Source: an optimization exercise on an open RTL-to-GDS flow (aim: small area, a short achievable clock period and few clock cycles per item). Production flows keep margins and buffers that such runs may drop.
RTL that was checked went through simulation tests only; none was proved equivalent to the original.
For run 7, only the layout was checked, not whether the RTL still works.
Power figures rest on the tool's default switching activity, not on a simulated workload.

$ cat flow/config.mk
export PLATFORM = sky130hd
export DESIGN_NAME = udp_ipv4_tx
export DESIGN_NICKNAME = udp_ipv4_tx
export VERILOG_FILES = /design/flow/design.v
export SDC_FILE = /design/flow/constraint.sdc
export NUM_CORES = 4
export LEC_CHECK = 0
export CAP_MARGIN = 20
export CORE_AREA = 2.5 2.5 107.5 107.5
export DIE_AREA = 0 0 110 110
export PLACE_DENSITY = 0.6
export SETUP_SLACK_MARGIN = 2.3
export SLEW_MARGIN = 20
$ cat flow/constraint.sdc
create_clock -name core_clock -period 5.0 [get_ports {ap_clk}]
set_input_delay 1.0000 -clock core_clock [delete_from_list [all_inputs] [get_ports {ap_clk}]]
set_output_delay 1.0000 -clock core_clock [all_outputs]
set_load 0.01 [all_outputs]
$ cat flow/design.v
`default_nettype none
`timescale 1 ns / 1 ps
module udp_ipv4_tx (
    input  wire             ap_clk,
    input  wire             ap_rst_n,
    input  wire  [31:0]     my_ip_addr,
    input  wire   [7:0]     ip_protocol,
    input  wire             s_axis_tx_meta_tvalid,
    output wire             s_axis_tx_meta_tready,
    input  wire [255:0]     s_axis_tx_meta_tdata,
    input  wire             s_axis_tx_data_tvalid,
    output wire             s_axis_tx_data_tready,
    input  wire  [63:0]     s_axis_tx_data_tdata,
    input  wire   [7:0]     s_axis_tx_data_tkeep,
    input  wire             s_axis_tx_data_tlast,
    output wire             m_axis_tx_data_tvalid,
    input  wire             m_axis_tx_data_tready,
    output wire   [63:0]    m_axis_tx_data_tdata,
    output wire    [7:0]    m_axis_tx_data_tkeep,
    output wire             m_axis_tx_data_tlast,
    output reg    [31:0]    datagrams_transmitted
);
reg st_h0, st_h1, st_h2, st_h3, st_dat, st_prv, st_ext;
reg  [31:0] prev_data;    
reg   [3:1] prev_keep;    
reg         len_zero;     
reg  [15:2] len_r;        
reg         meta_seen;    
wire [31:0] m_dst_ip   = s_axis_tx_meta_tdata[31:0];
wire [15:0] m_dst_port = s_axis_tx_meta_tdata[47:32];
wire [15:0] m_src_port = s_axis_tx_meta_tdata[95:80];
wire [15:0] m_len      = s_axis_tx_meta_tdata[111:96];
wire [15:0] tot_len    = {len_r, m_len[1:0]};
wire [15:0] udp_len    = {len_r, m_len[1:0]};
wire in_v    = s_axis_tx_data_tvalid;
wire in_last = s_axis_tx_data_tlast;
wire in_k4   = s_axis_tx_data_tkeep[4];
wire rdy     = m_axis_tx_data_tready;
assign m_axis_tx_data_tvalid = (st_h0 & s_axis_tx_meta_tvalid & meta_seen) | st_h1 | st_h2 |
                               (st_h3 & len_zero) | st_ext | (st_dat & in_v);
wire out_hs  = m_axis_tx_data_tvalid & rdy;
wire data_hs = st_dat & in_v & rdy;
assign s_axis_tx_data_tready = st_dat & rdy;
assign s_axis_tx_meta_tready = st_h3 & rdy & (len_zero | in_v);
assign m_axis_tx_data_tlast = st_ext | (st_h3 & len_zero) | (st_dat & in_last & ~in_k4);
assign m_axis_tx_data_tkeep[0]   = 1'b1;
assign m_axis_tx_data_tkeep[3:1] = st_ext ? prev_keep : 3'b111;
assign m_axis_tx_data_tkeep[7:4] = (st_h0 | st_h1 | st_h2) ? 4'hF :
                                   st_dat ? s_axis_tx_data_tkeep[3:0] : 4'h0;
assign m_axis_tx_data_tdata[31:0] =
      ({32{st_h0}} & {tot_len[7:0], tot_len[15:8], 8'h00, 8'h45})
    | ({32{st_h1}} & {16'h0000, ip_protocol, 8'h40})
    | ({32{st_h2}} & {m_dst_ip[7:0], m_dst_ip[15:8], m_dst_ip[23:16], m_dst_ip[31:24]})
    | ({32{st_h3}} & {16'h0000, udp_len[7:0], udp_len[15:8]})
    | ({32{st_prv}} & prev_data);
assign m_axis_tx_data_tdata[63:32] =
      ({32{st_h1}} & my_ip_addr)
    | ({32{st_h2}} & {m_dst_port[7:0], m_dst_port[15:8], m_src_port[7:0], m_src_port[15:8]})
    | ({32{st_dat}} & s_axis_tx_data_tdata[31:0]);
always @(posedge ap_clk) begin
    if (!ap_rst_n) begin
        st_h0  <= 1'b1;
        st_h1  <= 1'b0;
        st_h2  <= 1'b0;
        st_h3  <= 1'b0;
        st_dat <= 1'b0;
        st_prv <= 1'b0;
        st_ext <= 1'b0;
    end else if (out_hs) begin
        st_h0  <= m_axis_tx_data_tlast;
        st_h1  <= st_h0;
        st_h2  <= st_h1;
        st_h3  <= st_h2;
        st_dat <= (st_h2 & ~len_zero) | (st_dat & ~in_last);
        st_prv <= st_dat & (~in_last | in_k4);
        st_ext <= st_dat & in_last & in_k4;
    end
end
always @(posedge ap_clk) begin
    if (data_hs) begin
        prev_data <= s_axis_tx_data_tdata[63:32];
        prev_keep <= s_axis_tx_data_tkeep[7:5];
    end
end
always @(posedge ap_clk) begin
    len_zero  <= (m_len == 16'd0);
    len_r     <= {m_len[15:5] ^ len_inc, len_lo[2:0]};
    meta_seen <= ap_rst_n & s_axis_tx_meta_tvalid & ~s_axis_tx_meta_tready;
end
genvar i;
wire        len_u = st_h2 | st_h3;
wire  [3:0] len_lo = {1'b0, m_len[4:2]} + {1'b0, ~len_u, 1'b1, ~len_u};
wire [10:0] len_ones;      
assign len_ones[0] = 1'b1;
for (i = 1; i < 11; i = i + 1) begin : g_len
    assign len_ones[i] = len_ones[i-1] & m_len[4+i];
end
wire [10:0] len_inc = {11{len_lo[3]}} & len_ones;
wire [31:0] cnt_ones;
assign cnt_ones[0] = 1'b1;
for (i = 1; i < 32; i = i + 1) begin : g_cnt
    assign cnt_ones[i] = cnt_ones[i-1] & datagrams_transmitted[i-1];
end
always @(posedge ap_clk) begin
    if (!ap_rst_n)
        datagrams_transmitted <= 32'd0;
    else
        datagrams_transmitted <= datagrams_transmitted ^
                                 ({32{out_hs & m_axis_tx_data_tlast}} & cnt_ones);
end
endmodule
$ cat flow/flow/run.sh
#!/bin/bash
# Standard ORFS layout (the standard.sh, unchanged synthesis), with the
# port buffers made from the smallest buffer instead of the default choice
# and the pins allowed on every routing track, so a smaller die fits them.
set -euo pipefail
export BUFFER_PORTS_ARGS="-buffer_cell sky130_fd_sc_hd__buf_1"
export PLACE_PINS_ARGS="-min_distance 1 -min_distance_in_tracks"
bash standard.sh synth > synth.log 2>&1
bash standard.sh finish > layout.log 2>&1
$ cat flow/standard.sh
#!/bin/bash
# synth_recipe.tcl (not shown) runs the flow's synth.tcl, then flattens the netlist and writes it again
# the make line also repeats each setting of config.mk as NAME=value (left out here)
make -C /OpenROAD-flow-scripts/flow DESIGN_CONFIG=/design/flow/config.mk WORK_HOME=/design/flow/orfs CLKGATE_MAP_FILE= SYNTH_SCRIPT=/design/flow/synth_recipe.tcl "${@:-finish}"
==> results of run 1 <==
## metrics by stage
| stage | setup WS (ns) | util | cells | power [mW] | hold slack, ns |
|---|---|---|---|---|---|
| 6_report | 2.160 | 0.5585 | 916 | 1.549 | 0.4995 |
| 5_1_grt | 2.129 | 0.5585 | 916 | 1.623 | 0.5355 |
| 4_1_cts | 1.977 | 0.5526 | 912 | 1.550 | 0.5027 |
| 3_5_place_dp | 1.939 | 0.5339 | 896 | 1.061 | 0.4900 |
| 3_3_place_gp | 1.998 | 0.5339 | 896 | 1.058 | 0.4642 |
| 2_1_floorplan | 2.340 | - | 486 | 0.9381 | 0.5023 |
## report_power, final
group	switching, mW	total (mW)	internal (mW)
Clock	0.249	0.492	0.243
Sequential	0.0172	0.791	0.774
Combinational	0.151	0.265	0.114
## critical path, delay by kind of cell
kind	cells	cell delay, ns
AND/OR/NAND/NOR	1	0.25
AO/OA/AOI/OAI	1	0.28
buffers and inverters	3	0.31
## repair_timing
action / 4_1_cts / 5_1_grt
pin swaps: 0 / 4
setup endpoints to repair: 82 / 30
gates resized for setup: 7 / 8
cloned: 0 / 0
buffers inserted: 0 / 3
## cell type report
class | count | share of cell area
clock inverter | 3 | 0.006434
sequential | 90 | 0.3587
tap | 140 | 0.02906
timing repair buffer | 311 | 0.2015
multi-input combinational | 293 | 0.3385
clock buffer | 13 | 0.02470
inverter | 66 | 0.04110
## worst max path at each step
stage | from | endpoint | slack, ns | cells past startpoint
4_1_cts | s_axis_tx_data_tvalid | m_axis_tx_data_tvalid | 1.98 | 5
5_1_grt | s_axis_tx_data_tvalid | m_axis_tx_data_tvalid | 2.13 | 5
3_3_place_gp | m_axis_tx_data_tready | datagrams_transmitted[21] | 2.00 | 6
3_5_place_dp | m_axis_tx_data_tready | datagrams_transmitted[22] | 1.94 | 6
2_1_floorplan | st_h2 | len_r[15] | 2.34 | 10
6_report | s_axis_tx_data_tvalid | m_axis_tx_data_tvalid | 2.16 | 5
## cells in the final DEF, fill, tap and decap left out, types with 2 or more instances in the layout
| master | n |
|---|---|
| xnor2_1 | 14 |
| edfxtp_1 | 35 |
| a22oi_1 | 19 |
| nor4_1 | 7 |
| dfxtp_2 | 2 |
| nor2_1 | 20 |
| o21ai_0 | 15 |
| clkbuf_1 | 3 |
| ha_1 | 5 |
| dfxtp_4 | 2 |
| nand3_1 | 14 |
| nand4_1 | 8 |
| buf_6 | 2 |
| a222oi_1 | 53 |
| dfxtp_1 | 51 |
| and3_1 | 5 |
| xor2_1 | 9 |
| clkbuf_8 | 10 |
| inv_2 | 2 |
| nand2b_1 | 5 |
| a21oi_1 | 24 |
| buf_4 | 4 |
| and2_1 | 2 |
| nand2_1 | 41 |
| buf_1 | 303 |
| or3_1 | 12 |
| o31ai_1 | 5 |
| and4_1 | 4 |
| a211o_1 | 2 |
| inv_1 | 64 |
| or4_1 | 4 |
| mux2i_1 | 2 |
## state kept, by name (all words and copies together) (netlist names)
| signal | flops |
|---|---|
| st_dat | 1 |
| st_h1 | 1 |
| meta_seen | 1 |
| st_h0 | 1 |
| len_r | 14 |
| prev_data | 32 |
| datagrams_transmitted | 32 |
| prev_keep | 3 |
| st_h2 | 1 |
| len_zero | 1 |
| st_prv | 1 |
| st_h3 | 1 |
| st_ext | 1 |
## logic make-up after synthesis
kind of cell,share of synthesized area
compound gates,0.2185
flops,0.4703
xor+xnor,0.04403
other cells,0.0008196
mux,0.004375
buf+inv,0.08805
fa+ha+maj,0.01367
simple gates,0.1602
## routing by layer
metal	share of wire	vias up
met5	0.0013	-
met4	0.041	2
met3	0.13	58
met2	0.44	305
met1	0.39	2396
li1	-	2394
==> impl_metrics.env, run 1 <==
export IMPL_required_ns=4.00
export IMPL_io_pin_count=482
export IMPL_slew_violations=0
export IMPL_multi_input_area_mm2=0.002041
export IMPL_cp_start_kind="input pin"
export IMPL_grt_pass1_wl_um=22940
export IMPL_slew_headroom=0.4502
export IMPL_port_buffers=304
export IMPL_std_cell_rows=38
export IMPL_hold_path_class="reg -> reg"
export IMPL_finalCriticalPeriod_ns=2.840
export IMPL_cts_tree="done"
export IMPL_use_met1=0.2954
export IMPL_fin_crit_sh=0.5680
export IMPL_hpwl_um=11590
export IMPL_worst_r2r_setup_slack_ns=2.49
export IMPL_drc=0
export IMPL_cp_cell_sequence="buf_1, a211oi_2, and3_4, inv_2, buf_1"
export IMPL_htree_levels=3
export IMPL_track_usage=0.2459
export IMPL_grt_max_degree=46
export IMPL_timing_hold_worst_start="datagrams_transmitted[28]"
export IMPL_finalClockSkew_ns=0.005740
export IMPL_yosysTopAreaCell="dfxtp_1"
export IMPL_critical_path_max_fanout=4
export IMPL_crit_path_top_delay_cell="a211oi_2"
export IMPL_syn_area_per_cell_um2=9.415
export IMPL_syn_to_final_growth_pct=31.75
export IMPL_layout_nets=1150
export IMPL_synth_seq_area_share=0.4703
export IMPL_synth_edff_count=35
export IMPL_cpPeakStageDelay_ns=0.28
export IMPL_yosys_top_cells_area="dfxtp_1 24%, edfxtp_1 23%, a222oi_1 12%"
export IMPL_drive_gt1_frac=0.04768
export IMPL_tns_ns=0
export IMPL_ys_flop_type="dfxtp_1"
export IMPL_worst_hold_path_endpoint="datagrams_transmitted[28]"
export IMPL_final_cell_area_mm2=0.006028
export IMPL_clk_pin_slew_ns=0.08
export IMPL_netlist_top_cells_count="64 x inv_1, 55 x dfxtp_1, 53 x a222oi_1"
export IMPL_synth_cells=486
export IMPL_status="no timing/DRC/antenna violations"
export IMPL_vias=5155
export IMPL_placed_area_mm2=0.005762
export IMPL_vias_per_cell=5.628
export IMPL_yosys_area_top_type_share=0.2406
export IMPL_yosysMostFrequentCell="inv_1"
export IMPL_cts_sinks=90
export IMPL_diodes=0
export IMPL_synth_area_mm2=0.004576
export IMPL_chipWidth_um=110
export IMPL_clock_fmax_mhz=352.1
export IMPL_r2r_start="st_h3"
export IMPL_gr_usage_met3=0.1155
export IMPL_clock_latency_ns=0.36
export IMPL_hold_violations=0
export IMPL_tightest_slew_ns=0.8247
export IMPL_gp_routability_congestion=0.9096
export IMPL_r2r_end="len_r[15]"
export IMPL_max_cap_violations=0
export IMPL_drt_pass1_iterations=11
export IMPL_initial_core_util=0.4240
export IMPL_die_height_um=110
export IMPL_yosysWarningCount=1
export IMPL_cts_buffer_depth=2
export IMPL_core_area_mm2=0.01079
export IMPL_root_buffer="clkbuf_8"
export IMPL_dieArea_mm2=0.01210
export IMPL_drt_wl_total_um=15670
export IMPL_crit_path_frequent_cell="buf_1"
export IMPL_crit_arrival_ns=1.84
export IMPL_antenna_found_initial=2
export IMPL_gr_max_usage_layer="met2"
export IMPL_leakagePower_nw=2.305
export IMPL_cts_hold_buf=0
export IMPL_wl_per_cell_um=17.11
export IMPL_endpoint_kind="primary output"
export IMPL_drtIter0Drc=582
export IMPL_grtUsageMet2=0.3702
export IMPL_rsz0062_at_grt="true"
export IMPL_async_flop_share=0
export IMPL_holdPathStages=2
export IMPL_ff_latch_area_mm2=0.002162
export IMPL_synth_cell_types=48
export IMPL_n_fill_cell=1057
export IMPL_gr_total_overflow=0
export IMPL_report_final_setup_viol=0
export IMPL_vdd_ir_drop_max_v=0.0002080
export IMPL_synth_net_count=865
export IMPL_antenna_left=0
export IMPL_power_density_mw_per_mm2=257.0
export IMPL_ys_seq_elements=90
export IMPL_r2r_cells=7
export IMPL_grt_pass1_vias=4729
export IMPL_critPathKind="in -> out"
export IMPL_cts_made_buffers=9
Testbench counts, summed over its fixed seeds: cycles 93,634, packets 4,800.
==> run 2, diff against run 1 <==
--- a/flow/config.mk
+++ b/flow/config.mk
@@ -8,6 +8,6 @@
 export CAP_MARGIN = 20
-export CORE_AREA = 2.5 2.5 107.5 107.5
-export DIE_AREA = 0 0 110 110
-export PLACE_DENSITY = 0.6
-export SETUP_SLACK_MARGIN = 2.3
+export CORE_AREA = 2.5 2.5 117.5 117.5
+export DIE_AREA = 0 0 120 120
+export PLACE_DENSITY = 0.5
+export SETUP_SLACK_MARGIN = 2.35
 export SLEW_MARGIN = 20
==> impl_metrics.env, run 2 <==
export IMPL_critPathKind="in -> out"
export IMPL_clock_fmax_mhz=362.9
export IMPL_dieArea_mm2=0.01440
export IMPL_async_flop_share=0
export IMPL_synth_cell_types=48
export IMPL_synth_area_mm2=0.004576
export IMPL_fin_crit_sh=0.5512
export IMPL_cts_hold_buf=0
export IMPL_yosysTopAreaCell="dfxtp_1"
export IMPL_holdPathStages=2
export IMPL_grt_pass1_vias=5015
export IMPL_synth_net_count=865
export IMPL_port_buffers=304
export IMPL_antenna_left=0
export IMPL_drt_wl_total_um=17410
export IMPL_drt_pass1_iterations=9
export IMPL_clock_latency_ns=0.35
export IMPL_finalClockSkew_ns=0.005736
export IMPL_hpwl_um=12950
export IMPL_drive_gt1_frac=0.08451
export IMPL_hold_path_class="reg -> reg"
export IMPL_initial_core_util=0.3497
export IMPL_reg_top3="datagrams_transmitted (32), prev_data (32), len_r (14)"
export IMPL_gr_total_overflow=0
export IMPL_cts_made_buffers=9
export IMPL_htree_levels=3
export IMPL_vias=5212
export IMPL_yosys_area_top_type_share=0.2406
export IMPL_dp_cells=933
export IMPL_leakagePower_nw=2.464
export IMPL_cpPeakStageDelay_ns=0.24
export IMPL_max_cap_violations=0
export IMPL_crit_path_top_delay_cell="a211oi_2"
export IMPL_cts_tree="done"
export IMPL_cts_buffer_depth=2
export IMPL_crit_cells=5
export IMPL_ys_flop_type="dfxtp_1"
export IMPL_critical_path_max_fanout=3
export IMPL_cp_cell_sequence="clkbuf_2, a211oi_2, and3_4, inv_4, buf_6"
export IMPL_critPathBufInv=3
export IMPL_syn_area_per_cell_um2=9.415
export IMPL_drtIter0Drc=527
export IMPL_root_buffer="clkbuf_16"
export IMPL_finalWorstSetupSlack_ns=2.244
export IMPL_finalCriticalPeriod_ns=2.756
export IMPL_slew_headroom=0.3417
export IMPL_io_pin_count=482
export IMPL_layout_common_cells="284 x buf_1, 64 x inv_1, 53 x a222oi_1"
export IMPL_hold_violations=0
export IMPL_tightest_slew_ns=0.9829
export IMPL_wl_per_cell_um=18.19
export IMPL_ys_seq_elements=90
export IMPL_fin_cells=957
export IMPL_std_cell_rows=42
export IMPL_crit_arrival_ns=1.76
export IMPL_required_ns=4.00
export IMPL_grt_pass1_wl_um=26000
export IMPL_layout_nets=1155
export IMPL_hold_slack_ns=0.4829
export IMPL_final_common_cell="buf_1"
export IMPL_rsz0062_at_grt="true"
export IMPL_status="no timing/DRC/antenna violations"
export IMPL_report_final_setup_viol=0
export IMPL_synth_edff_count=35
export IMPL_clk_pin_slew_ns=0.06
export IMPL_yosysMostFrequentCell="inv_1"
export IMPL_grt_max_degree=44
export IMPL_path_delay_family="buffers and inverters"
export IMPL_cts_sinks=90
export IMPL_endpoint_kind="primary output"
export IMPL_vias_per_cell=5.446
export IMPL_r2r_cells=6
export IMPL_netlist_top_cells_count="64 x inv_1, 55 x dfxtp_1, 53 x a222oi_1"
export IMPL_drc=0
export IMPL_track_usage=0.2312
export IMPL_yosysWarningCount=1
export IMPL_yosys_top_cells_area="dfxtp_1 24%, edfxtp_1 23%, a222oi_1 12%"
export IMPL_cp_start_kind="input pin"
export IMPL_gp_routability_congestion=0.9748
export IMPL_syn_to_final_growth_pct=37.90
export IMPL_slew_violations=0
export IMPL_power_density_mw_per_mm2=285.0
export IMPL_chipWidth_um=120
export IMPL_diodes=0
export IMPL_pre_cts_ws_ns=1.912
export IMPL_core_area_mm2=0.01309
export IMPL_synth_cells=486
export IMPL_tns_ns=0
export IMPL_antenna_found_initial=3
export IMPL_die_height_um=120
export IMPL_synth_seq_area_share=0.4703
export IMPL_vdd_ir_drop_max_v=0.0001823
-- run 2: cell types whose count changed in the layout (fill, tap and decap cells not counted), moves of 2 or more --
| cell | delta |
|---|---|
| buf_1 | -19 |
| buf_2 | +4 |
| buf_4 | +4 |
| buf_6 | +4 |
| buf_8 | +2 |
| clkbuf_1 | -3 |
| clkbuf_16 | +9 |
| clkbuf_2 | +10 |
| clkbuf_8 | -10 |
| dfxtp_2 | -2 |
| dfxtp_4 | +2 |
| inv_4 | +2 |
-- run 2: final timing paths --
| kind | slack (ns) | end | start |
|---|---|---|---|
| hold / removal | 0.48 | datagrams_transmitted[31] | datagrams_transmitted[31] |
| setup / recovery | 2.24 | m_axis_tx_data_tvalid | s_axis_tx_data_tvalid |
| setup reg to reg | 2.48 | datagrams_transmitted[23] | st_dat |
| hold reg to reg | 0.48 | datagrams_transmitted[31] | datagrams_transmitted[31] |
-- run 2: stage by stage --
| step | total power [mW] | instance area, um^2 | util |
|---|---|---|---|
| 6_report | 1.799 | 6310 | 0.4822 |
| 3_5_place_dp | 1.069 | 5814 | 0.4443 |
| 4_1_cts | 1.811 | 6195 | 0.4734 |
| 3_3_place_gp | 1.066 | 5814 | 0.4443 |
| 2_1_floorplan | 0.9382 | 4577 | - |
| 5_1_grt | 1.873 | 6310 | 0.4822 |
-- run 2: final cells by class --
cell class / instances / area, um^2
flip-flops and latches: 90 / 2167
inverters: 66 / 250.2
repair buffers: 316 / 1306
clock inverters: 7 / 92.59
well taps: 176 / 220.2
fillers: 1334 / 6775
multi-input cells: 293 / 2048
clock buffers: 9 / 225.2
-- run 2: report_power, final --
part / total (mW) / leakage [nW] / internal (mW) / switching (mW)
logic: 0.275 / 1.54 / 0.121 / 0.154
registers: 0.797 / 0.766 / 0.775 / 0.0216
clock network: 0.727 / 0.156 / 0.437 / 0.290
-- run 2: routing by layer --
metal | part of all wire | GRT usage
met4 | 0.038 | 0.09483
met5 | 0.0026 | 0
met2 | 0.44 | 0.3415
met3 | 0.11 | 0.1019
met1 | 0.41 | 0.2954
-- run 2: worst register-to-register path: cells and delay by family, from the launching register on --
kind                   cells  cell delay, ns
AND/OR/NAND/NOR            3            1.17
flip-flops                 1            0.31
buffers and inverters      1            0.39
AO/OA/AOI/OAI              2            0.58
-- run 2: cell families (layout without fill, tap and decap cells) --
group	after synthesis	in the layout	synth area share
AND/OR/NAND/NOR	135	135	0.1602
AO/OA/AOI/OAI	127	127	0.2185
buffers and inverters	103	398	0.08805
flip-flops	90	90	0.4703
XOR/XNOR	23	23	0.04403
adder cells (fa/ha/maj)	5	5	0.01367
multiplexers	2	2	0.004375
other	1	1	0.0008196
-- run 2: timing repair --
action | CTS | global route
buffers inserted | 2 | 6
setup endpoints to repair | 93 | 56
pin swaps | 3 | 23
endpoints found under the hold margin | 0 | 0
resized for setup | 15 | 36
cloned | 0 | 0
==> run 3, diff against run 2 <==
--- a/flow/config.mk
+++ b/flow/config.mk
@@ -8,6 +8,6 @@
 export CAP_MARGIN = 20
-export CORE_AREA = 2.5 2.5 117.5 117.5
-export DIE_AREA = 0 0 120 120
-export PLACE_DENSITY = 0.5
-export SETUP_SLACK_MARGIN = 2.35
+export CORE_AREA = 2.5 2.5 97.5 97.5
+export DIE_AREA = 0 0 100 100
+export PLACE_DENSITY = 0.7
+export SETUP_SLACK_MARGIN = 2.4
 export SLEW_MARGIN = 20
==> impl_metrics.env, run 3 <==
export IMPL_synth_cell_types=48
export IMPL_finalClockSkew_ns=0.01274
export IMPL_slew_headroom=0.3293
export IMPL_track_usage=0.2942
export IMPL_die_height_um=100
export IMPL_netlist_top_cells_count="64 x inv_1, 55 x dfxtp_1, 53 x a222oi_1"
export IMPL_status="no timing/DRC/antenna violations"
export IMPL_io_pin_count=482
export IMPL_cts_tree="done"
export IMPL_synth_edff_count=35
export IMPL_clock_latency_ns=0.35
export IMPL_cp_start_kind="input pin"
export IMPL_syn_to_final_growth_pct=34.40
export IMPL_holdPathStages=2
export IMPL_grt_pass1_wl_um=23630
export IMPL_leakagePower_nw=2.442
export IMPL_post_route_util=0.7052
export IMPL_syn_area_per_cell_um2=9.415
export IMPL_critical_path_max_fanout=3
export IMPL_gr_total_overflow=0
export IMPL_synth_seq_area_share=0.4703
export IMPL_hpwl_um=11300
export IMPL_cts_buffer_depth=2
export IMPL_cts_made_buffers=9
export IMPL_core_area_mm2=0.008721
export IMPL_slew_violations=0
export IMPL_finalCriticalPeriod_ns=2.740
export IMPL_endpoint_kind="primary output"
export IMPL_std_cell_rows=34
export IMPL_cts_hold_buf=0
export IMPL_report_final_setup_viol=0
export IMPL_dieArea_mm2=0.01000
export IMPL_crit_path_top_delay_cell="a211oi_4"
export IMPL_drt_wl_total_um=15570
export IMPL_rsz0062_at_grt="true"
export IMPL_pre_cts_ws_ns=1.979
export IMPL_diodes=0
export IMPL_port_buffers=304
export IMPL_cp_cell_sequence="buf_8, a211oi_4, and3_4, inv_4, buf_6"
export IMPL_gp_routability_congestion=1.010
export IMPL_antenna_left=0
export IMPL_drt_pass1_iterations=9
export IMPL_crit_arrival_ns=1.74
export IMPL_synth_area_mm2=0.004576
export IMPL_hold_violations=0
export IMPL_ys_seq_elements=90
export IMPL_yosysWarningCount=1
export IMPL_final_common_cell="buf_1"
export IMPL_critPathKind="in -> out"
export IMPL_n_fill_cell=734
export IMPL_max_cap_violations=0
export IMPL_root_buffer="clkbuf_8"
export IMPL_hold_path_class="reg -> reg"
export IMPL_vias_per_cell=5.827
export IMPL_wl_per_cell_um=17.49
export IMPL_fin_crit_sh=0.5480
export IMPL_layout_common_cells="280 x buf_1, 64 x inv_1, 53 x a222oi_1"
export IMPL_tns_ns=0
export IMPL_async_flop_share=0
export IMPL_cts_sinks=90
export IMPL_vias=5186
export IMPL_worst_r2r_setup_slack_ns=2.50
export IMPL_clk_pin_slew_ns=0.09
export IMPL_yosys_top_cells_area="dfxtp_1 24%, edfxtp_1 23%, a222oi_1 12%"
export IMPL_ys_flop_type="dfxtp_1"
export IMPL_chipWidth_um=100
export IMPL_required_ns=4.00
export IMPL_vdd_ir_drop_max_v=0.0001910
export IMPL_finalWorstSetupSlack_ns=2.260
export IMPL_grt_max_degree=45
export IMPL_yosysMostFrequentCell="inv_1"
export IMPL_antenna_found_initial=0
export IMPL_power_density_mw_per_mm2=251.6
export IMPL_yosys_area_top_type_share=0.2406
export IMPL_drive_gt1_frac=0.09079
export IMPL_drtIter0Drc=549
export IMPL_htree_levels=3
export IMPL_drc=0
export IMPL_synth_net_count=865
export IMPL_power_mw=1.547
export IMPL_reg_top3="datagrams_transmitted (32), prev_data (32), len_r (14)"
export IMPL_yosysTopAreaCell="dfxtp_1"
export IMPL_layout_nets=1156
export IMPL_clock_fmax_mhz=365.0
export IMPL_grt_pass1_vias=4971
export IMPL_synth_cells=486
export IMPL_cpPeakStageDelay_ns=0.24
export IMPL_initial_core_util=0.5247
export IMPL_tightest_slew_ns=1.001
export IMPL_r2r_cells=7
run 3: cell counts after synthesis:
Identical to the previous run, type by type.
run 3: area by class of cell:
| cell class | instances | area [um^2] | share of cell area |
|---|---|---|---|
| multi-input cells | 294 | 2083 | 0.3388 |
| well taps | 108 | 135.1 | 0.02197 |
| inverters | 66 | 250.2 | 0.04069 |
| clock inverters | 5 | 55.05 | 0.008952 |
| clock buffers | 11 | 131.4 | 0.02136 |
| repair buffers | 316 | 1328 | 0.2159 |
| flip-flops and latches | 90 | 2167 | 0.3524 |
run 3: worst paths after layout:
check,end,startpoint
min reg2reg,datagrams_transmitted[23],datagrams_transmitted[23]
min,datagrams_transmitted[23],datagrams_transmitted[23]
max reg2reg,len_r[15],st_h3
max,m_axis_tx_data_tvalid,s_axis_tx_data_tvalid
run 3: stage by stage:
stage	area (um^2)	instances	hold WS, ns
final	6150	890	0.5038
after global routing	6150	890	0.5230
after CTS	5989	882	0.5064
after detailed placement	5727	864	0.4910
after global placement	5727	864	0.4672
after floorplan	4584	486	0.5023
run 3: routing by layer:
layer,global-route usage,share of wire,vias up
met2,0.4590,0.46,340
met3,0.1135,0.13,53
met4,0.1362,0.034,0
li1,-,-,2412
met5,0,0,-
met1,0.3608,0.38,2381
run 3: cells by family after synthesis:
family                   Yosys count  synth area share
flip-flops                        90            0.4703
AO/OA/AOI/OAI                    127            0.2185
buffers and inverters            103           0.08805
other                              1         0.0008196
XOR/XNOR                          23           0.04403
multiplexers                       2          0.004375
AND/OR/NAND/NOR                  135            0.1602
adder cells (fa/ha/maj)            5           0.01367
run 3: timing repair:
item,CTS,global route
endpoints found under the setup margin,91,76
setup buffers,2,7
cloned,0,1
gates resized for setup,24,37
pin swaps,17,22
run 3: worst max-delay path: cells and delay by family:
kind	cells	cell delay (ns)
AO/OA/AOI/OAI	1	0.24
buffers and inverters	3	0.26
AND/OR/NAND/NOR	1	0.23
run 3: report_power, final:
part           internal [mW]  switching [mW]  leakage, nW  total (mW)
clock network          0.230           0.244       0.0909       0.474
registers              0.774          0.0217        0.766       0.796
logic                  0.124           0.153         1.58       0.277
total                   1.13           0.419         2.44        1.55
==> run 4, diff against run 3 <==
--- a/flow/config.mk
+++ b/flow/config.mk
@@ -11,3 +11,3 @@
 export PLACE_DENSITY = 0.7
-export SETUP_SLACK_MARGIN = 2.4
+export SETUP_SLACK_MARGIN = 2.3
 export SLEW_MARGIN = 20
==> impl_metrics.env, run 4 <==
export IMPL_status="no timing/DRC/antenna violations"
export IMPL_cts_sinks=90
export IMPL_core_area_mm2=0.008721
export IMPL_drt_wl_total_um=15170
export IMPL_holdPathStages=2
export IMPL_synth_net_count=865
export IMPL_wl_per_cell_um=17.14
export IMPL_r2r_end="len_r[15]"
export IMPL_layout_nets=1151
export IMPL_track_usage=0.2878
export IMPL_endpoint_kind="primary output"
export IMPL_worst_r2r_setup_slack_ns=2.49
export IMPL_ff_latch_area_mm2=0.002167
export IMPL_cpPeakStageDelay_ns=0.24
export IMPL_critPathKind="in -> out"
export IMPL_yosys_area_top_type_share=0.2406
export IMPL_synth_cells=486
export IMPL_fin_crit_sh=0.5463
export IMPL_gr_total_overflow=0
export IMPL_critical_path_max_fanout=3
export IMPL_multi_input_area_mm2=0.002062
export IMPL_hpwl_um=11160
export IMPL_yosysWarningCount=1
export IMPL_synth_edff_count=35
export IMPL_tightest_slew_ns=1.061
export IMPL_cts_made_buffers=9
export IMPL_required_ns=4.00
export IMPL_std_cell_rows=34
export IMPL_power_mw=1.574
export IMPL_port_buffers=304
export IMPL_post_route_util=0.6957
export IMPL_vdd_ir_drop_max_v=0.0001953
export IMPL_drtIter0Drc=433
export IMPL_hold_path_class="reg -> reg"
export IMPL_intPower_mw=1.161
export IMPL_reg_top3="datagrams_transmitted (32), prev_data (32), len_r (14)"
export IMPL_dp_cells=864
export IMPL_yosysMostFrequentCell="inv_1"
export IMPL_async_flop_share=0
export IMPL_cp_start_kind="input pin"
export IMPL_seq_power_share=0.507
export IMPL_antenna_found_initial=0
export IMPL_antenna_left=0
export IMPL_gp_routability_congestion=0.9485
export IMPL_ys_seq_elements=90
export IMPL_netlist_top_cells_count="64 x inv_1, 55 x dfxtp_1, 53 x a222oi_1"
export IMPL_chipWidth_um=100
export IMPL_cp_cell_sequence="buf_4, a211oi_4, and3_4, inv_4, buf_6"
export IMPL_path_delay_family="buffers and inverters"
export IMPL_htree_levels=3
export IMPL_finalCriticalPeriod_ns=2.732
export IMPL_timing_hold_worst_start="datagrams_transmitted[31]"
export IMPL_synth_cell_types=48
export IMPL_final_common_cell="buf_1"
export IMPL_critPathBufInv=3
export IMPL_synth_area_mm2=0.004576
export IMPL_power_density_mw_per_mm2=259.5
export IMPL_dieArea_mm2=0.01000
export IMPL_syn_area_per_cell_um2=9.415
export IMPL_hold_slack_ns=0.4991
export IMPL_drc=0
export IMPL_cts_buffer_depth=2
export IMPL_vias_per_cell=5.872
export IMPL_grt_pass1_wl_um=23100
export IMPL_layout_common_cells="296 x buf_1, 64 x inv_1, 53 x a222oi_1"
export IMPL_finalClockSkew_ns=0.01102
export IMPL_die_height_um=100
export IMPL_slew_headroom=0.2895
export IMPL_crit_path_top_delay_cell="and3_4"
export IMPL_clockPowerShare=0.323
export IMPL_combPwrFrac=0.170
export IMPL_n_fill_cell=752
export IMPL_max_cap_violations=0
export IMPL_ys_flop_type="dfxtp_1"
export IMPL_synth_seq_area_share=0.4703
export IMPL_rsz0062_at_grt="true"
export IMPL_cts_tree="done"
export IMPL_drive_gt1_frac=0.06306
export IMPL_clk_pin_slew_ns=0.08
export IMPL_drt_pass1_iterations=7
export IMPL_swShare=0.2622
export IMPL_p_sw_mw=0.4128
export IMPL_yosys_top_cells_area="dfxtp_1 24%, edfxtp_1 23%, a222oi_1 12%"
export IMPL_diodes=0
export IMPL_tns_ns=0
export IMPL_io_pin_count=482
export IMPL_worst_hold_path_endpoint="datagrams_transmitted[31]"
export IMPL_clock_fmax_mhz=366.1
export IMPL_r2r_cells=7
export IMPL_report_final_setup_viol=0
export IMPL_slew_violations=0
export IMPL_crit_arrival_ns=1.73
export IMPL_fin_cells=885
export IMPL_hold_violations=0
export IMPL_syn_to_final_growth_pct=32.60
export IMPL_root_buffer="clkbuf_8"
export IMPL_vias=5197
export IMPL_r2r_start="st_h3"
export IMPL_initial_core_util=0.5247
export IMPL_leakagePower_nw=2.361
export IMPL_grt_pass1_vias=4807
export IMPL_clock_latency_ns=0.35
export IMPL_grt_max_degree=38
export IMPL_yosysTopAreaCell="dfxtp_1"
run 4: how the worst max path moves through the flow:
stage,startpoint,end,slack (ns),cells after the start
2_1_floorplan,st_h2,len_r[15],2.34,10
4_1_cts,st_h2,m_axis_tx_data_tvalid,2.04,5
3_3_place_gp,m_axis_tx_data_tready,datagrams_transmitted[22],2.02,6
5_1_grt,s_axis_tx_data_tvalid,m_axis_tx_data_tvalid,2.25,5
6_report,s_axis_tx_data_tvalid,m_axis_tx_data_tvalid,2.27,5
3_5_place_dp,s_axis_tx_data_tvalid,m_axis_tx_data_tvalid,1.97,5
run 4: logic make-up (layout without fill, tap and decap cells):
| group | count (synthesis) | in the layout | share of synthesized area |
|---|---|---|---|
| AND/OR/NAND/NOR | 135 | 136 | 0.1602 |
| other | 1 | 1 | 0.0008196 |
| adder cells (fa/ha/maj) | 5 | 5 | 0.01367 |
| multiplexers | 2 | 2 | 0.004375 |
| buffers and inverters | 103 | 393 | 0.08805 |
| AO/OA/AOI/OAI | 127 | 127 | 0.2185 |
| XOR/XNOR | 23 | 23 | 0.04403 |
| flip-flops | 90 | 90 | 0.4703 |
run 4: layout make-up:
class                   count  area share
flip-flops and latches     90      0.3572
clock inverters             2    0.005774
well taps                 108     0.02227
inverters                  66     0.04125
repair buffers            311      0.2060
clock buffers              14     0.02763
multi-input cells         294      0.3399
run 4: tightest hold or removal path, cell delays in order, from the launching register on:
cell     delay (ns)
dfxtp_1        0.32
o21ai_0        0.07
a21oi_1        0.06
run 4: stage by stage:
step | instance area [um^2] | setup WS [ns]
5_1_grt | 6067 | 2.246
2_1_floorplan | 4576 | 2.340
4_1_cts | 5953 | 2.041
6_report | 6067 | 2.268
3_3_place_gp | 5722 | 2.023
3_5_place_dp | 5722 | 1.968
run 4: what timing repair did:
action	4_1_cts	5_1_grt
hold buffers	0	0
setup buffers	1	3
pin swaps	0	7
setup endpoints to repair	100	38
gates resized for setup	9	31
gates cloned	0	1
run 4: power by group through the flow:
stage | combinational (mW) | clock [mW] | sequential [mW]
after floorplan | 0.141 | 0 | 0.797
after global placement | 0.239 | 0 | 0.816
after detailed placement | 0.245 | 0 | 0.815
after CTS | 0.249 | 0.516 | 0.798
after global routing | 0.292 | 0.548 | 0.800
final | 0.268 | 0.509 | 0.798
run 4: per-layer routing:
metal  vias to the layer above  share of wire  global-route usage
met4                         0          0.034              0.1102
met2                       342           0.45              0.4326
met1                      2379           0.38              0.3608
met5                         -              0                   0
met3                        69           0.14              0.1365
li1                       2407              -                   -
==> run 5, diff against run 4 <==
--- a/flow/design.v
+++ b/flow/design.v
@@ -23,2 +23,3 @@
 reg st_h0, st_h1, st_h2, st_h3, st_dat, st_prv, st_ext;
+reg st_hdr, st_fix, st_lfix;
 reg  [31:0] prev_data;    
@@ -26,3 +27,3 @@
 reg         len_zero;     
-reg  [15:2] len_r;        
+reg  [13:2] len_r;        
 reg         meta_seen;    
@@ -32,4 +33,4 @@
 wire [15:0] m_len      = s_axis_tx_meta_tdata[111:96];
-wire [15:0] tot_len    = {len_r, m_len[1:0]};
-wire [15:0] udp_len    = {len_r, m_len[1:0]};
+wire [15:0] tot_len    = {2'b00, len_r, m_len[1:0]};
+wire [15:0] udp_len    = {2'b00, len_r, m_len[1:0]};
 wire in_v    = s_axis_tx_data_tvalid;
@@ -38,4 +39,3 @@
 wire rdy     = m_axis_tx_data_tready;
-assign m_axis_tx_data_tvalid = (st_h0 & s_axis_tx_meta_tvalid & meta_seen) | st_h1 | st_h2 |
-                               (st_h3 & len_zero) | st_ext | (st_dat & in_v);
+assign m_axis_tx_data_tvalid = (st_h0 & meta_seen) | st_fix | (st_dat & in_v);
 wire out_hs  = m_axis_tx_data_tvalid & rdy;
@@ -44,6 +44,6 @@
 assign s_axis_tx_meta_tready = st_h3 & rdy & (len_zero | in_v);
-assign m_axis_tx_data_tlast = st_ext | (st_h3 & len_zero) | (st_dat & in_last & ~in_k4);
+assign m_axis_tx_data_tlast = st_lfix | (st_dat & in_last & ~in_k4);
 assign m_axis_tx_data_tkeep[0]   = 1'b1;
 assign m_axis_tx_data_tkeep[3:1] = st_ext ? prev_keep : 3'b111;
-assign m_axis_tx_data_tkeep[7:4] = (st_h0 | st_h1 | st_h2) ? 4'hF :
+assign m_axis_tx_data_tkeep[7:4] = st_hdr ? 4'hF :
                                    st_dat ? s_axis_tx_data_tkeep[3:0] : 4'h0;
@@ -59,19 +59,26 @@
     | ({32{st_dat}} & s_axis_tx_data_tdata[31:0]);
+wire to_ext = st_dat & in_last & in_k4;
 always @(posedge ap_clk) begin
     if (!ap_rst_n) begin
-        st_h0  <= 1'b1;
-        st_h1  <= 1'b0;
-        st_h2  <= 1'b0;
-        st_h3  <= 1'b0;
-        st_dat <= 1'b0;
-        st_prv <= 1'b0;
-        st_ext <= 1'b0;
+        st_h0   <= 1'b1;
+        st_h1   <= 1'b0;
+        st_h2   <= 1'b0;
+        st_h3   <= 1'b0;
+        st_dat  <= 1'b0;
+        st_prv  <= 1'b0;
+        st_ext  <= 1'b0;
+        st_hdr  <= 1'b1;
+        st_fix  <= 1'b0;
+        st_lfix <= 1'b0;
     end else if (out_hs) begin
-        st_h0  <= m_axis_tx_data_tlast;
-        st_h1  <= st_h0;
-        st_h2  <= st_h1;
-        st_h3  <= st_h2;
-        st_dat <= (st_h2 & ~len_zero) | (st_dat & ~in_last);
-        st_prv <= st_dat & (~in_last | in_k4);
-        st_ext <= st_dat & in_last & in_k4;
+        st_h0   <= m_axis_tx_data_tlast;
+        st_h1   <= st_h0;
+        st_h2   <= st_h1;
+        st_h3   <= st_h2;
+        st_dat  <= (st_h2 & ~len_zero) | (st_dat & ~in_last);
+        st_prv  <= st_dat & (~in_last | in_k4);
+        st_ext  <= to_ext;
+        st_hdr  <= m_axis_tx_data_tlast | st_h0 | st_h1;
+        st_fix  <= st_h0 | st_h1 | (st_h2 & len_zero) | to_ext;
+        st_lfix <= (st_h2 & len_zero) | to_ext;
     end
@@ -84,7 +91,2 @@
 end
-always @(posedge ap_clk) begin
-    len_zero  <= (m_len == 16'd0);
-    len_r     <= {m_len[15:5] ^ len_inc, len_lo[2:0]};
-    meta_seen <= ap_rst_n & s_axis_tx_meta_tvalid & ~s_axis_tx_meta_tready;
-end
 genvar i;
@@ -92,8 +94,13 @@
 wire  [3:0] len_lo = {1'b0, m_len[4:2]} + {1'b0, ~len_u, 1'b1, ~len_u};
-wire [10:0] len_ones;      
+wire  [8:0] len_ones;      
 assign len_ones[0] = 1'b1;
-for (i = 1; i < 11; i = i + 1) begin : g_len
+for (i = 1; i < 9; i = i + 1) begin : g_len
     assign len_ones[i] = len_ones[i-1] & m_len[4+i];
 end
-wire [10:0] len_inc = {11{len_lo[3]}} & len_ones;
+wire  [8:0] len_inc = {9{len_lo[3]}} & len_ones;
+always @(posedge ap_clk) begin
+    len_zero  <= (m_len[13:0] == 14'd0);
+    len_r     <= {m_len[13:5] ^ len_inc, len_lo[2:0]};
+    meta_seen <= ap_rst_n & s_axis_tx_meta_tvalid & ~s_axis_tx_meta_tready;
+end
 wire [31:0] cnt_ones;
--- a/flow/config.mk
+++ b/flow/config.mk
@@ -9,2 +9,3 @@
 export CORE_AREA = 2.5 2.5 97.5 97.5
+export CTS_BUF_LIST = sky130_fd_sc_hd__clkbuf_8
 export DIE_AREA = 0 0 100 100
==> impl_metrics.env, run 5 <==
export IMPL_yosysTopAreaCell="dfxtp_1"
export IMPL_antenna_left=0
export IMPL_hold_slack_ns=0.5072
export IMPL_layout_common_cells="295 x buf_1, 62 x inv_1, 52 x dfxtp_1"
export IMPL_synth_cell_types=45
export IMPL_cts_tree="done"
export IMPL_leakagePower_nw=2.346
export IMPL_fin_crit_sh=0.5315
export IMPL_final_common_cell="buf_1"
export IMPL_finalCriticalPeriod_ns=2.658
export IMPL_timing_hold_worst_start="st_ext"
export IMPL_std_cell_rows=34
export IMPL_yosysMostFrequentCell="inv_1"
export IMPL_layout_nets=1138
export IMPL_cts_buffer_depth=2
export IMPL_wl_per_cell_um=16.75
export IMPL_gp_routability_congestion=0.9173
export IMPL_grt_max_degree=44
export IMPL_crit_arrival_ns=1.66
export IMPL_cts_sinks=91
export IMPL_grt_pass1_vias=4692
export IMPL_drt_pass1_iterations=9
export IMPL_vdd_ir_drop_max_v=0.0001895
export IMPL_report_final_setup_viol=0
export IMPL_root_buffer="clkbuf_8"
export IMPL_tightest_slew_ns=0.7499
export IMPL_dieArea_mm2=0.01000
export IMPL_drt_wl_total_um=14600
export IMPL_critical_path_max_fanout=5
export IMPL_cpPeakStageDelay_ns=0.22
export IMPL_clk_pin_slew_ns=0.08
export IMPL_drive_gt1_frac=0.06545
export IMPL_synth_cells=475
export IMPL_required_ns=4.00
export IMPL_cts_made_buffers=9
export IMPL_cp_cell_sequence="buf_1, nand3b_4, nand2_1, buf_1"
export IMPL_max_cap_violations=0
export IMPL_vias=4969
export IMPL_synth_seq_area_share=0.4667
export IMPL_crit_path_top_delay_cell="nand3b_4"
export IMPL_vias_per_cell=5.698
export IMPL_power_mw=1.439
export IMPL_finalClockSkew_ns=0.008243
export IMPL_synth_net_count=854
export IMPL_syn_to_final_growth_pct=29.44
export IMPL_track_usage=0.2816
export IMPL_tns_ns=0
export IMPL_htree_levels=3
export IMPL_n_fill_cell=751
export IMPL_rsz0062_at_grt="true"
export IMPL_power_density_mw_per_mm2=238.9
export IMPL_netlist_top_cells_count="59 x inv_1, 56 x dfxtp_1, 50 x a222oi_1"
export IMPL_startpoint="s_axis_tx_data_tkeep[4]"
export IMPL_multi_input_area_mm2=0.002105
export IMPL_gr_total_overflow=0
export IMPL_core_area_mm2=0.008721
export IMPL_die_height_um=100
export IMPL_cp_start_kind="input pin"
export IMPL_ff_latch_area_mm2=0.002180
export IMPL_hpwl_um=10980
export IMPL_reg_top3="datagrams_transmitted (32), prev_data (32), len_r (12)"
export IMPL_syn_area_per_cell_um2=9.799
export IMPL_chipWidth_um=100
export IMPL_slew_headroom=0.4986
export IMPL_yosys_top_cells_area="dfxtp_1 24%, edfxtp_1 23%, a222oi_1 11%"
export IMPL_critPathKind="in -> out"
export IMPL_yosysWarningCount=1
export IMPL_ys_seq_elements=91
export IMPL_path_delay_family="simple AND/OR/NAND/NOR gates"
export IMPL_critPathBufInv=2
export IMPL_antenna_found_initial=0
export IMPL_diodes=0
export IMPL_ys_flop_type="dfxtp_1"
export IMPL_slew_violations=0
export IMPL_crit_path_frequent_cell="buf_1"
export IMPL_synth_edff_count=35
export IMPL_drtIter0Drc=452
export IMPL_r2r_start="st_dat"
export IMPL_drc=0
export IMPL_initial_core_util=0.5337
export IMPL_endpoint_kind="primary output"
export IMPL_yosys_area_top_type_share=0.2409
export IMPL_async_flop_share=0
export IMPL_hold_path_class="reg -> reg"
export IMPL_clock_latency_ns=0.35
export IMPL_synth_area_mm2=0.004654
export IMPL_clock_fmax_mhz=376.3
export IMPL_status="no timing/DRC/antenna violations"
export IMPL_grt_pass1_wl_um=22330
export IMPL_hold_violations=0
export IMPL_io_pin_count=482
export IMPL_port_buffers=302
==> run 5: changes by cell type after synthesis, moves of 5 or more <==
cell	change
o31ai_1	-5
nor2_1	+15
inv_1	-5
o21ai_0	-13
clkbuf_1	+5
nor4_2	+5
or3_1	-9
xor2_1	+9
xnor2_1	+5
a21oi_1	-13
==> run 5: stage by stage <==
step | cell area [um^2] | utilization | std cells | setup slack (ns)
floorplan | 4654 | - | 475 | 2.510
global placement | 5809 | 0.6661 | 854 | 2.200
finish | 6025 | 0.6908 | 872 | 2.342
CTS | 5991 | 0.6869 | 871 | 2.303
global route | 6025 | 0.6908 | 872 | 2.260
detailed placement | 5809 | 0.6661 | 854 | 2.172
==> run 5: path summary, 6_finish.rpt <==
check / end / slack [ns] / cells after the start
hold reg to reg: st_ext / 0.51 / 2
hold / removal: st_ext / 0.51 / 2
setup reg to reg: datagrams_transmitted[24] / 2.56 / 7
setup / recovery: m_axis_tx_data_tlast / 2.34 / 4
==> run 5: layer usage <==
metal,vias to the layer above,GRT usage,share of wire
li1,2329,-,-
met3,31,0.1274,0.15
met2,307,0.4285,0.45
met4,0,0.08212,0.019
met5,-,0,0
met1,2302,0.3636,0.39
==> run 5: logic make-up after synthesis <==
group | Yosys count | synth area share
AO/OA/AOI/OAI | 102 | 0.1979
flip-flops | 91 | 0.4667
XOR/XNOR | 37 | 0.06962
AND/OR/NAND/NOR | 143 | 0.1704
buffers and inverters | 96 | 0.08118
other | 1 | 0.0008057
adder cells (fa/ha/maj) | 5 | 0.01344
==> run 5: cell type report <==
type / instances / area share
clock buffer: 10 / 0.02285
clock inverter: 6 / 0.004361
inverter: 60 / 0.03738
multi-input combinational: 288 / 0.3493
sequential: 91 / 0.3618
tap: 108 / 0.02243
timing repair buffer: 309 / 0.2019
==> run 5: worst register-to-register path, cell delays in order (launching register included) <==
cell and delay, ns:
dfxtp_1 0.42, buf_6 0.33, a221oi_4 0.11, buf_4 0.19, a2111o_1 0.63, nor4_1 0.40
xnor2_1 0.17, nor2_1 0.05
==> run 5: what timing repair did <==
| item | in CTS | in global routing |
|---|---|---|
| buffers inserted | 1 | 1 |
| resized for setup | 5 | 12 |
| endpoints found under the hold margin | 0 | 0 |
| hold buffers | 0 | 0 |
| setup endpoints to repair | 66 | 53 |
| pin swaps | 1 | 5 |
==> run 5: report_power, final <==
part           switching, mW  total [mW]  internal (mW)
combinational          0.122       0.218         0.0955
clock                  0.239       0.426          0.187
sequential            0.0149       0.796          0.781
Testbench counts of run 5, summed over its fixed seeds: cycles 93,634, packets 4,800.
==> run 6, diff against run 5 <==
--- a/flow/config.mk
+++ b/flow/config.mk
@@ -9,3 +9,2 @@
 export CORE_AREA = 2.5 2.5 97.5 97.5
-export CTS_BUF_LIST = sky130_fd_sc_hd__clkbuf_8
 export DIE_AREA = 0 0 100 100
==> impl_metrics.env, run 6 <==
export IMPL_tightest_slew_ns=0.7505
export IMPL_htree_levels=3
export IMPL_yosysWarningCount=1
export IMPL_yosys_top_cells_area="dfxtp_1 24%, edfxtp_1 23%, a222oi_1 11%"
export IMPL_hpwl_um=10980
export IMPL_clk_pin_slew_ns=0.08
export IMPL_max_cap_violations=0
export IMPL_leakagePower_nw=2.333
export IMPL_synth_edff_count=35
export IMPL_rsz0062_at_grt="true"
export IMPL_n_fill_cell=752
export IMPL_startpoint="my_ip_addr[4]"
export IMPL_slew_headroom=0.4982
export IMPL_die_height_um=100
export IMPL_cpPeakStageDelay_ns=0.36
export IMPL_gr_total_overflow=0
export IMPL_report_final_setup_viol=0
export IMPL_chipWidth_um=100
export IMPL_ff_latch_area_mm2=0.002180
export IMPL_gp_routability_congestion=0.9173
export IMPL_critPathKind="in -> out"
export IMPL_reg_top3="datagrams_transmitted (32), prev_data (32), len_r (12)"
export IMPL_crit_path_top_delay_cell="a222oi_1"
export IMPL_fin_crit_sh=0.5331
export IMPL_vdd_ir_drop_max_v=0.0001953
export IMPL_drtIter0Drc=449
export IMPL_drt_pass1_iterations=9
export IMPL_hold_violations=0
export IMPL_slew_violations=0
export IMPL_track_usage=0.2816
export IMPL_status="no timing/DRC/antenna violations"
export IMPL_wl_per_cell_um=16.81
export IMPL_synth_cell_types=45
export IMPL_drive_gt1_frac=0.06675
export IMPL_finalCriticalPeriod_ns=2.666
export IMPL_endpoint_kind="primary output"
export IMPL_cts_buffer_depth=2
export IMPL_critical_path_max_fanout=1
export IMPL_syn_area_per_cell_um2=9.799
export IMPL_finalClockSkew_ns=0.008093
export IMPL_core_area_mm2=0.008721
export IMPL_cp_cell_sequence="buf_1, a222oi_1, inv_1, clkbuf_2"
export IMPL_required_ns=4.00
export IMPL_layout_common_cells="295 x buf_1, 58 x inv_1, 52 x dfxtp_1"
export IMPL_tns_ns=0
export IMPL_root_buffer="clkbuf_8"
export IMPL_io_pin_count=482
export IMPL_crit_arrival_ns=1.67
export IMPL_synth_area_mm2=0.004654
export IMPL_grt_pass1_wl_um=22330
export IMPL_std_cell_rows=34
export IMPL_cts_tree="done"
export IMPL_grt_max_degree=44
export IMPL_syn_to_final_growth_pct=29.46
export IMPL_cts_hold_buf=0
export IMPL_drc=0
export IMPL_synth_net_count=854
export IMPL_synth_cells=475
export IMPL_synth_seq_area_share=0.4667
export IMPL_yosysTopAreaCell="dfxtp_1"
export IMPL_cts_sinks=91
export IMPL_cp_start_kind="input pin"
export IMPL_grt_pass1_vias=4692
export IMPL_async_flop_share=0
export IMPL_ys_seq_elements=91
export IMPL_final_common_cell="buf_1"
export IMPL_dieArea_mm2=0.01000
export IMPL_power_density_mw_per_mm2=240.4
export IMPL_hold_path_class="reg -> reg"
export IMPL_clock_latency_ns=0.35
export IMPL_multi_input_area_mm2=0.002105
export IMPL_clock_fmax_mhz=375.2
export IMPL_netlist_top_cells_count="59 x inv_1, 56 x dfxtp_1, 50 x a222oi_1"
export IMPL_antenna_left=0
export IMPL_yosys_area_top_type_share=0.2409
export IMPL_ys_flop_type="dfxtp_1"
export IMPL_timing_hold_worst_start="st_ext"
export IMPL_yosysMostFrequentCell="inv_1"
export IMPL_r2r_start="st_dat"
export IMPL_drt_wl_total_um=14660
export IMPL_initial_core_util=0.5337
export IMPL_diodes=0
export IMPL_vias_per_cell=5.716
export IMPL_vias=4984
export IMPL_power_mw=1.449
export IMPL_cts_made_buffers=9
export IMPL_antenna_found_initial=0
export IMPL_port_buffers=302
export IMPL_layout_nets=1138
==> run 6: cell counts after synthesis <==
No cell type changed its count.
==> run 6: through the flow <==
| step | hold WS (ns) | setup slack, ns | std cells | cell area (um^2) | utilization |
|---|---|---|---|---|---|
| after floorplan | 0.4636 | 2.510 | 475 | 4654 | - |
| after global placement | 0.4757 | 2.200 | 854 | 5809 | 0.6661 |
| after detailed placement | 0.4879 | 2.172 | 854 | 5809 | 0.6661 |
| after CTS | 0.5035 | 2.303 | 871 | 5992 | 0.6871 |
| after global routing | 0.5475 | 2.260 | 872 | 6026 | 0.6910 |
| final | 0.5089 | 2.334 | 872 | 6026 | 0.6910 |
==> run 6: path summary, 6_finish.rpt <==
kind                                     to  slack [ns]  depth (start not counted)
hold reg to reg                      st_ext        0.51                          2
setup / recovery   m_axis_tx_data_tdata[36]        2.33                          4
setup reg to reg  datagrams_transmitted[24]        2.56                          7
hold / removal                       st_ext        0.51                          2
==> run 6: layer usage <==
layer  up-vias  share of wire  track usage
li1       2329              -            -
met1      2312           0.39       0.3636
met2       312           0.44       0.4285
met3        31           0.15       0.1274
met4         0          0.017      0.08212
met5         -              0            0
==> run 6: cell families after synthesis <==
logic type | count (synthesis) | share of synthesized area
and+or+nand+nor | 143 | 0.1704
AOI/OAI and AO/OA | 102 | 0.1979
buffers and inverters | 96 | 0.08118
DFF | 91 | 0.4667
xor gates and xnor gates | 37 | 0.06962
adders and majority gates | 5 | 0.01344
other | 1 | 0.0008057
==> run 6: worst max-delay path, delay by kind of cell <==
family	cells	cell delay [ns]
AO/OA/AOI/OAI	1	0.36
buffers and inverters	3	0.30
==> run 6: power breakdown <==
| group | switching (mW) | internal, mW | total (mW) | leakage [nW] |
|---|---|---|---|---|
| sequential | 0.0151 | 0.781 | 0.796 | 0.772 |
| clock | 0.239 | 0.197 | 0.436 | 0.0880 |
| combinational | 0.122 | 0.0955 | 0.218 | 1.47 |
==> run 6: cell type report <==
class	count	share of cell area
Sequential cell	91	0.3617
Timing Repair Buffer	309	0.2018
Multi-Input combinational cell	288	0.3493
Tap cell	108	0.02243
Clock buffer	14	0.02554
Inverter	60	0.03738
Clock inverter	2	0.001869
==> run 6: timing repair <==
item,in CTS,in global routing
setup buffers,1,1
endpoints found under the setup margin,66,53
pin swaps,1,5
resized for setup,5,12
==> run 7, diff against run 6 <==
--- a/flow/design.v
+++ b/flow/design.v
@@ -55,6 +55,11 @@
     | ({32{st_prv}} & prev_data);
-assign m_axis_tx_data_tdata[63:32] =
-      ({32{st_h1}} & my_ip_addr)
-    | ({32{st_h2}} & {m_dst_port[7:0], m_dst_port[15:8], m_src_port[7:0], m_src_port[15:8]})
-    | ({32{st_dat}} & s_axis_tx_data_tdata[31:0]);
+wire [31:0] hi_ports = {m_dst_port[7:0], m_dst_port[15:8], m_src_port[7:0], m_src_port[15:8]};
+genvar i;
+for (i = 0; i < 32; i = i + 1) begin : g_hi
+    wire n_ip, n_pt, n_dat;
+    udp_nand2 u_ip  (.a(st_h1),  .b(my_ip_addr[i]),             .y(n_ip));
+    udp_nand2 u_pt  (.a(st_h2),  .b(hi_ports[i]),               .y(n_pt));
+    udp_nand2 u_dat (.a(st_dat), .b(s_axis_tx_data_tdata[i]),   .y(n_dat));
+    udp_nand3 u_out (.a(n_ip),   .b(n_pt), .c(n_dat),           .y(m_axis_tx_data_tdata[32+i]));
+end
 wire to_ext = st_dat & in_last & in_k4;
@@ -91,3 +96,2 @@
 end
-genvar i;
 wire        len_u = st_h2 | st_h3;
@@ -118 +122,7 @@
 endmodule
+module udp_nand2 (input wire a, input wire b, output wire y);
+assign y = ~(a & b);
+endmodule
+module udp_nand3 (input wire a, input wire b, input wire c, output wire y);
+assign y = ~(a & b & c);
+endmodule
--- a/flow/config.mk
+++ b/flow/config.mk
@@ -13 +13,2 @@
 export SLEW_MARGIN = 20
+export SYNTH_HIERARCHICAL = 1
==> impl_metrics.env, run 7 <==
export IMPL_fin_crit_sh=0.5288
export IMPL_antenna_found_initial=1
export IMPL_r2r_start="st_dat"
export IMPL_synth_edff_count=35
export IMPL_ys_flop_type="dfxtp_1"
export IMPL_layout_common_cells="298 x buf_1, 135 x nand2_1, 52 x dfxtp_1"
export IMPL_wl_per_cell_um=16.27
export IMPL_drt_pass1_iterations=5
export IMPL_cp_start_kind="input pin"
export IMPL_synth_seq_area_share=0.4637
export IMPL_intPower_mw=1.108
export IMPL_htree_levels=3
export IMPL_hold_violations=0
export IMPL_worst_r2r_setup_slack_ns=2.57
export IMPL_gr_max_usage_layer="met2"
export IMPL_cts_buffer_depth=2
export IMPL_yosys_area_top_type_share=0.2393
export IMPL_clk_pin_slew_ns=0.10
export IMPL_syn_area_per_cell_um2=8.889
export IMPL_cts_made_buffers=9
export IMPL_leakagePower_nw=2.219
export IMPL_use_met1=0.3372
export IMPL_netlist_top_cells_count="135 x nand2_1, 56 x dfxtp_1, 49 x nand3_1"
export IMPL_core_area_mm2=0.008721
export IMPL_n_fill_cell=744
export IMPL_post_route_util=0.7037
export IMPL_slew_violations=0
export IMPL_cts_hold_buf=0
export IMPL_grtUsageMet2=0.4910
export IMPL_initial_core_util=0.5372
export IMPL_finalClockSkew_ns=0.01921
export IMPL_ys_seq_elements=91
export IMPL_die_height_um=100
export IMPL_crit_arrival_ns=1.64
export IMPL_vias=5098
export IMPL_combPwrFrac=0.136
export IMPL_gr_usage_met3=0.1065
export IMPL_async_flop_share=0
export IMPL_critPathKind="in -> out"
export IMPL_critical_path_max_fanout=3
export IMPL_final_cell_area_mm2=0.006137
export IMPL_io_pin_count=482
export IMPL_cts_tree="done"
export IMPL_report_final_setup_viol=0
export IMPL_grt_pass1_wl_um=23160
export IMPL_hpwl_um=11580
export IMPL_clock_fmax_mhz=378.2
export IMPL_timing_hold_worst_start="datagrams_transmitted[31]"
export IMPL_swShare=0.2724
export IMPL_synth_cell_types=44
export IMPL_hold_path_class="reg -> reg"
export IMPL_drc=0
export IMPL_fin_cells=939
export IMPL_placed_area_mm2=0.005889
export IMPL_drive_gt1_frac=0.06280
export IMPL_gp_routability_congestion=0.9954
export IMPL_multi_input_area_mm2=0.002305
export IMPL_antenna_left=0
export IMPL_max_cap_violations=0
export IMPL_clock_latency_ns=0.37
export IMPL_power_density_mw_per_mm2=248.1
export IMPL_layout_nets=1202
export IMPL_grt_max_degree=42
export IMPL_clockPowerShare=0.340
export IMPL_synth_net_count=906
export IMPL_yosysTopAreaCell="dfxtp_1"
export IMPL_cts_sinks=91
export IMPL_hold_slack_ns=0.4990
export IMPL_gr_total_overflow=0
export IMPL_drtIter0Drc=239
export IMPL_startpoint="s_axis_tx_meta_tdata[97]"
export IMPL_yosysWarningCount=7
export IMPL_required_ns=4.00
export IMPL_tightest_slew_ns=0.8308
export IMPL_vdd_ir_drop_max_v=0.0001713
export IMPL_drt_wl_total_um=15270
export IMPL_seq_power_share=0.523
export IMPL_finalCriticalPeriod_ns=2.644
export IMPL_synth_cells=527
export IMPL_tns_ns=0
export IMPL_synth_area_mm2=0.004684
export IMPL_vias_per_cell=5.429
export IMPL_p_sw_mw=0.4147
export IMPL_grt_pass1_vias=4845
export IMPL_port_buffers=302
export IMPL_yosysMostFrequentCell="nand2_1"
export IMPL_dieArea_mm2=0.01000
export IMPL_ff_latch_area_mm2=0.002180
export IMPL_endpoint_kind="primary output"
export IMPL_rsz0062_at_grt="false"
export IMPL_dp_cells=918
export IMPL_final_common_cell="buf_1"
export IMPL_track_usage=0.2941
export IMPL_root_buffer="clkbuf_8"
export IMPL_syn_to_final_growth_pct=31.01
export IMPL_status="no timing/DRC/antenna violations"
export IMPL_std_cell_rows=34
export IMPL_yosys_top_cells_area="dfxtp_1 24%, edfxtp_1 22%, nand2_1 11%"
export IMPL_slew_headroom=0.4461
export IMPL_reg_top3="datagrams_transmitted (32), prev_data (32), len_r (12)"
export IMPL_chipWidth_um=100
## run 7: timing repair
action / in CTS / in global routing
buffers inserted: 1 / 1
pin swaps: 1 / 1
endpoints found under the setup margin: 56 / 37
gates resized for setup: 6 / 5
## run 7: through the flow
step | setup WS [ns] | power [mW]
after floorplan | 2.419 | 0.9091
after detailed placement | 2.173 | 1.019
after global placement | 2.205 | 1.013
final | 2.356 | 1.523
after CTS | 2.323 | 1.529
after global routing | 2.302 | 1.579
## run 7: final timing paths
| kind | cells after the start | end |
|---|---|---|
| setup reg to reg | 7 | datagrams_transmitted[24] |
| hold reg to reg | 2 | datagrams_transmitted[31] |
| hold / removal | 2 | datagrams_transmitted[31] |
| setup / recovery | 4 | m_axis_tx_data_tdata[25] |
## run 7: kinds of logic after synthesis
| logic type | after synthesis | synth area share |
|---|---|---|
| adders and majority gates | 5 | 0.01335 |
| other | 1 | 0.0008005 |
| and+or+nand+nor | 271 | 0.2802 |
| xor gates and xnor gates | 37 | 0.06918 |
| DFF | 91 | 0.4637 |
| buffers and inverters | 52 | 0.04460 |
| AOI/OAI and AO/OA | 70 | 0.1282 |
## run 7: area by class of cell
type / count / area share
Multi-Input combinational cell: 384 / 0.3755
Sequential cell: 91 / 0.3551
Timing Repair Buffer: 309 / 0.1965
Tap cell: 108 / 0.02202
Clock buffer: 10 / 0.02080
Inverter: 28 / 0.01713
Clock inverter: 6 / 0.01162
Antenna cell: 3 / 0.001223
## run 7: routing by layer
layer / wire length, um / up-vias / share of wire
met2: 7415 / 287 / 0.49
met4: 580 / 0 / 0.038
met3: 1701 / 44 / 0.11
met5: 0 / - / 0
li1: - / 2458 / -
met1: 5577 / 2309 / 0.37
## run 7: worst max-delay path: stages
cell and delay, ns:
buf_1 0.10, a222oi_1 0.31, inv_1 0.08, clkbuf_2 0.15
## run 7: power by group through the flow
stage | sequential, mW | combinational [mW] | clock, mW
2_1_floorplan | 0.810 | 0.0995 | 0
3_3_place_gp | 0.815 | 0.199 | 0
3_5_place_dp | 0.815 | 0.204 | 0
4_1_cts | 0.798 | 0.206 | 0.525
5_1_grt | 0.799 | 0.229 | 0.551
6_report | 0.797 | 0.208 | 0.518
## run 7: Yosys stat by module (local to each module, per instance)
module       area, um^2  cells inside
udp_ipv4_tx        4164           399
udp_nand3         5.005             1
udp_nand2         3.754             1

-- separate check: timing with driven ports --
How much do the figures lean on ideal ports? The routed layouts below were timed once more, with nothing changed but the port constraints. Step 1 assumes that a clkbuf_16 drives the clock port and a buf_2 every other input. Step 2 adds t to the input delays and takes it off the output delays; t is the mean of the earliest and latest rising clock arrival at the registers after step 1. Input paths then give back, and output paths get back, about the clock's delay inside the block. a / b / c = no drivers / after step 1 / after step 2; a / b = the first two.
run | shift t [ns] | setup WS [ns] | hold slack, ns | worst data-port slew with drivers (ns)
run 1 | 0.389 | 2.160 / 2.113 / 2.046 | 0.499 / 0.499 / 0.499 | 0.07
run 2 | 0.384 | 2.244 / 2.196 / 1.979 | 0.483 / 0.483 / 0.483 | 0.08
run 3 | 0.378 | 2.260 / 2.200 / 2.148 | 0.504 / 0.504 / 0.504 | 0.08
run 4 | 0.381 | 2.268 / 2.225 / 2.120 | 0.499 / 0.499 / 0.499 | 0.06
run 5 | 0.376 | 2.342 / 2.310 / 2.085 | 0.507 / 0.507 / 0.507 | 0.07
run 6 | 0.376 | 2.334 / 2.304 / 2.085 | 0.509 / 0.509 / 0.509 | 0.07
run 7 | 0.394 | 2.356 / 2.307 / 2.137 | 0.499 / 0.499 / 0.499 | 0.08
After both steps setup and hold are still met in every run listed. The setup slack of run 2, which loses most, moves by -0.048 ns with the drivers and by -0.265 ns with both steps.
